Source: an optimization exercise on an open RTL-to-GDS flow (aim: small area and a short achievable clock period). Production flows keep margins and buffers that such runs may drop. Function was checked by simulation only, so behaviour that the tests miss may differ from the original. Power figures rest on the tool's default switching activity, not on a simulated workload.

## v38
Design lcm_32, start of the top module:
module lcm_32(
    input wire [32-1:0] ina, inb,
    input wire clk,
    input wire rst_n,
    output wire [64-1:0] result,
    output reg ready_n);
Size: ~130 I/O pins, ~7000 um^2 of cells after synthesis.
export LEC_CHECK = 0
export CAP_MARGIN = 20
export CORE_MARGIN = 2
export CORE_UTILIZATION = 40
export SLEW_MARGIN = 20
create_clock -name core_clock -period 10.0 [get_ports {clk}]
standard.sh (not shown) runs the stock make flow with config.mk's settings and CLKGATE_MAP_FILE= SYNTH_SCRIPT=/design/flow/synth_recipe.tcl, a recipe that flattens the netlist after the stock synthesis.
==> flow/flow/run.sh <==
#!/bin/bash
# The standard layout (standard.sh: the standard flow's synthesis and the ORFS steps, with
# the design's constraints unchanged), with two settings changed:
#  - ORFS's timing repair is asked to leave a setup margin, so that it also
#    works the paths that already meet the design's clock period;
#  - the buffer put on every input and output port is buf_1.
# standard.sh's full output goes to standard_flow.log.
set -euo pipefail
MARGIN=${MARGIN:-6.6}
bash standard.sh \
    SETUP_SLACK_MARGIN=$MARGIN \
    TNS_END_PERCENT=30 \
    "BUFFER_PORTS_ARGS=-buffer_cell sky130_fd_sc_hd__buf_1" \
    finish > standard_flow.log 2>&1
Here is what was changed in the inputs of v4 compared with v38.
--- a/flow/flow/run.sh
+++ b/flow/flow/run.sh
@@ -6 +6,4 @@
-#  - the buffer put on every input and output port is buf_1.
+#  - the buffer put on every input and output port is buf_1;
+#  - the buffers that synthesis (ABC) put in are removed at the floorplan
+#    step instead of being repaired there (the later repair steps buffer the
+#    nets they need).
@@ -12 +15,2 @@
-    TNS_END_PERCENT=30 \
+    TNS_END_PERCENT=100 \
+    REMOVE_ABC_BUFFERS=1 \
[summary]
In the metrics for v4 and v38, the one carrying the lower final worst-path cycle share is v38.
Changes observed in v4 relative to v38: post-layout utilization of the core shows an increase of 0.63 points; worst setup slack down 0.061 ns.
Relative to v38, the final-layout fill cell count measured on v4 has decreased by a few percent.
Re shortest clock period the worst path allows after layout: v38 was lower than v4.
Reported clock group power went up by a few percent going from v38 to v4.
Compared with v38, in v4 power consumption moved up, arrival time reported for the critical path endpoint went up by 0.07 ns.
The following lists how v55 was set up differently from v4:
--- a/flow/flow/run.sh
+++ b/flow/flow/run.sh
@@ -6,4 +6 @@
-#  - the buffer put on every input and output port is buf_1;
-#  - the buffers that synthesis (ABC) put in are removed at the floorplan
-#    step instead of being repaired there (the later repair steps buffer the
-#    nets they need).
+#  - the buffer put on every input and output port is buf_1.
@@ -15,2 +12 @@
-    TNS_END_PERCENT=100 \
-    REMOVE_ABC_BUFFERS=1 \
+    TNS_END_PERCENT=60 \
==> comparison <==
Per the comparison of v55 with v4, total power has decreased, switching power share of the total has decreased, combined area of the multi-input logic cells has remained practically unchanged, peak supply drop has decreased. NOTE: data arrival time of the critical path in v55 falls short of that of v4. In the metrics for v4 and v55, the one carrying the higher share of the clock period used by the worst path after layout is v4. In the metrics for v4 and v55, the one carrying the higher global router's overall resource usage is v4. v55 does better than v4 on sum of routed wire length over all layers.

========
Another version of the RTL of lcm_32 (not shown whole).
Size in the first run: about 750 cells after synthesis, about 110 flip-flops, about 130 I/O pins, about 0.0069 sq mm of cells after synthesis.
==> flow/config.mk <==
export PLATFORM = sky130hd
export DESIGN_NAME = lcm_32
export DESIGN_NICKNAME = lcm_32
export VERILOG_FILES = /design/flow/design.v
export SDC_FILE = /design/flow/constraint.sdc
export NUM_CORES = 4
export LEC_CHECK = 0
export CAP_MARGIN = 20
export CORE_MARGIN = 2
export CORE_UTILIZATION = 60
export CTS_BUF_LIST = sky130_fd_sc_hd__clkbuf_8
export SLEW_MARGIN = 20
==> flow/constraint.sdc <==
create_clock -name core_clock -period 10.0 [get_ports {clk}]
set_input_delay 2.0000 -clock core_clock [delete_from_list [all_inputs] [get_ports {clk}]]
set_output_delay 2.0000 -clock core_clock [all_outputs]
set_load 0.01 [all_outputs]
==> flow/flow/run.sh <==
#!/bin/bash
# The standard layout (standard.sh: the standard flow's synthesis and the ORFS steps, with
# the design's constraints unchanged), with two settings changed:
#  - ORFS's timing repair is asked to leave a setup margin, so that it also
#    works the paths that already meet the design's clock period;
#  - the buffer put on every input and output port is buf_1.
# standard.sh's full output goes to standard_flow.log.
set -euo pipefail
MARGIN=${MARGIN:-6.7}
bash standard.sh \
    SETUP_SLACK_MARGIN=$MARGIN \
    TNS_END_PERCENT=100 \
    "BUFFER_PORTS_ARGS=-buffer_cell sky130_fd_sc_hd__buf_1" \
    finish > standard_flow.log 2>&1
Next try:
--- a/flow/flow/run.sh
+++ b/flow/flow/run.sh
@@ -7,5 +7,5 @@
 # standard.sh's full output goes to standard_flow.log.
 set -euo pipefail
-MARGIN=${MARGIN:-6.7}
+MARGIN=${MARGIN:-6.5}
 bash standard.sh \
     SETUP_SLACK_MARGIN=$MARGIN \
Settings changed: CORE_UTILIZATION 60 to 40, CTS_BUF_LIST sky130_fd_sc_hd__clkbuf_8 to not set.
Sequential power came out higher by about 0.9%.
Flip-flop and latch count does not change.
Setup slack is better by 100 ps.
Design area came out higher by 4.1%.
Final cell count came out higher by 7.8%.
Via count came out lower by 3.6%.
Area after synthesis does not change.
Critical path depth came out lower by 1.
Next try:
--- a/flow/flow/run.sh
+++ b/flow/flow/run.sh
@@ -7,5 +7,5 @@
 # standard.sh's full output goes to standard_flow.log.
 set -euo pipefail
-MARGIN=${MARGIN:-6.5}
+MARGIN=${MARGIN:-6.7}
 bash standard.sh \
     SETUP_SLACK_MARGIN=$MARGIN \
Effect: Wire length fell by 5.9%; hold slack stays flat; non-clock buffer count fell by 10; synthesized area is unchanged; combinational power fell by about 6%; final cell count fell by 0.88%; die area is unchanged; count of clock-buffer cells in the layout rose by 4; via count fell by 2.8%.
Next try:
--- a/flow/flow/run.sh
+++ b/flow/flow/run.sh
@@ -7,5 +7,5 @@
 # standard.sh's full output goes to standard_flow.log.
 set -euo pipefail
-MARGIN=${MARGIN:-6.7}
+MARGIN=${MARGIN:-7}
 bash standard.sh \
     SETUP_SLACK_MARGIN=$MARGIN \
=> The new run went through all stages and came out clean. Fmax falls by 0.32%. Routed wire length rises by 5.9%. Die area stays the same. Design area rises by 8.7%. Area after synthesis does not change.
Next try:
--- a/flow/flow/run.sh
+++ b/flow/flow/run.sh
@@ -7,5 +7,5 @@
 # standard.sh's full output goes to standard_flow.log.
 set -euo pipefail
-MARGIN=${MARGIN:-7}
+MARGIN=${MARGIN:-6.3}
 bash standard.sh \
     SETUP_SLACK_MARGIN=$MARGIN \
Result: The new run completed without violations. Register-to-register slack gets worse by 130 ps. Worst setup slack got worse by 130 ps. Non-clock buffer count decreases by 73. Synthesized cell count does not change. Power shrinks by about 11%. Wire length shrinks by 5.1%. Via count is lower by about 7%. Hold slack is about the same. Maximum frequency came out lower by about 3.4%. Cell count decreases by about 6.5%. Design area goes down by about 9%.

## what the ideal ports hide
No port has a modelled driver above. Below, the same layouts with a new extraction and two added sets of constraints. Step 1: set_driving_cell puts a clkbuf_16 on clk and a buf_2 on each other input, an assumption about the parent block. Step 2 adds t to the input delays and takes it off the output delays; t is the mean of the earliest and latest rising clock arrival at the registers after step 1. Input paths then give back, and output paths get back, about the clock's delay inside the block. a / b / c = no drivers / after step 1 / after step 2; a / b = the first two.
run	t (ns)	setup WS [ns]	hold WS [ns]
v38	0.405	6.741 / 6.741 / 6.741	0.455 / 0.455 / 0.455
v4	0.419	6.680 / 6.680 / 6.680	0.454 / 0.454 / 0.454
v55	0.405	6.741 / 6.741 / 6.741	0.455 / 0.455 / 0.455
the first run of note 2	0.442	6.252 / 6.252 / 6.054	0.458 / 0.458 / 0.458
the second run of note 2	0.401	6.356 / 6.356 / 6.022	0.446 / 0.446 / 0.446
the third run of note 2	0.394	6.418 / 6.418 / 6.318	0.449 / 0.449 / 0.449
the fourth run of note 2	0.397	6.407 / 6.407 / 6.407	0.449 / 0.449 / 0.449
the fifth run of note 2	0.404	6.278 / 6.278 / 6.025	0.450 / 0.450 / 0.450
After both steps setup and hold are still met in every run listed. The setup slack of the second run of note 2, which loses most, moves by 0.000 ns with the drivers and by -0.334 ns with both steps.
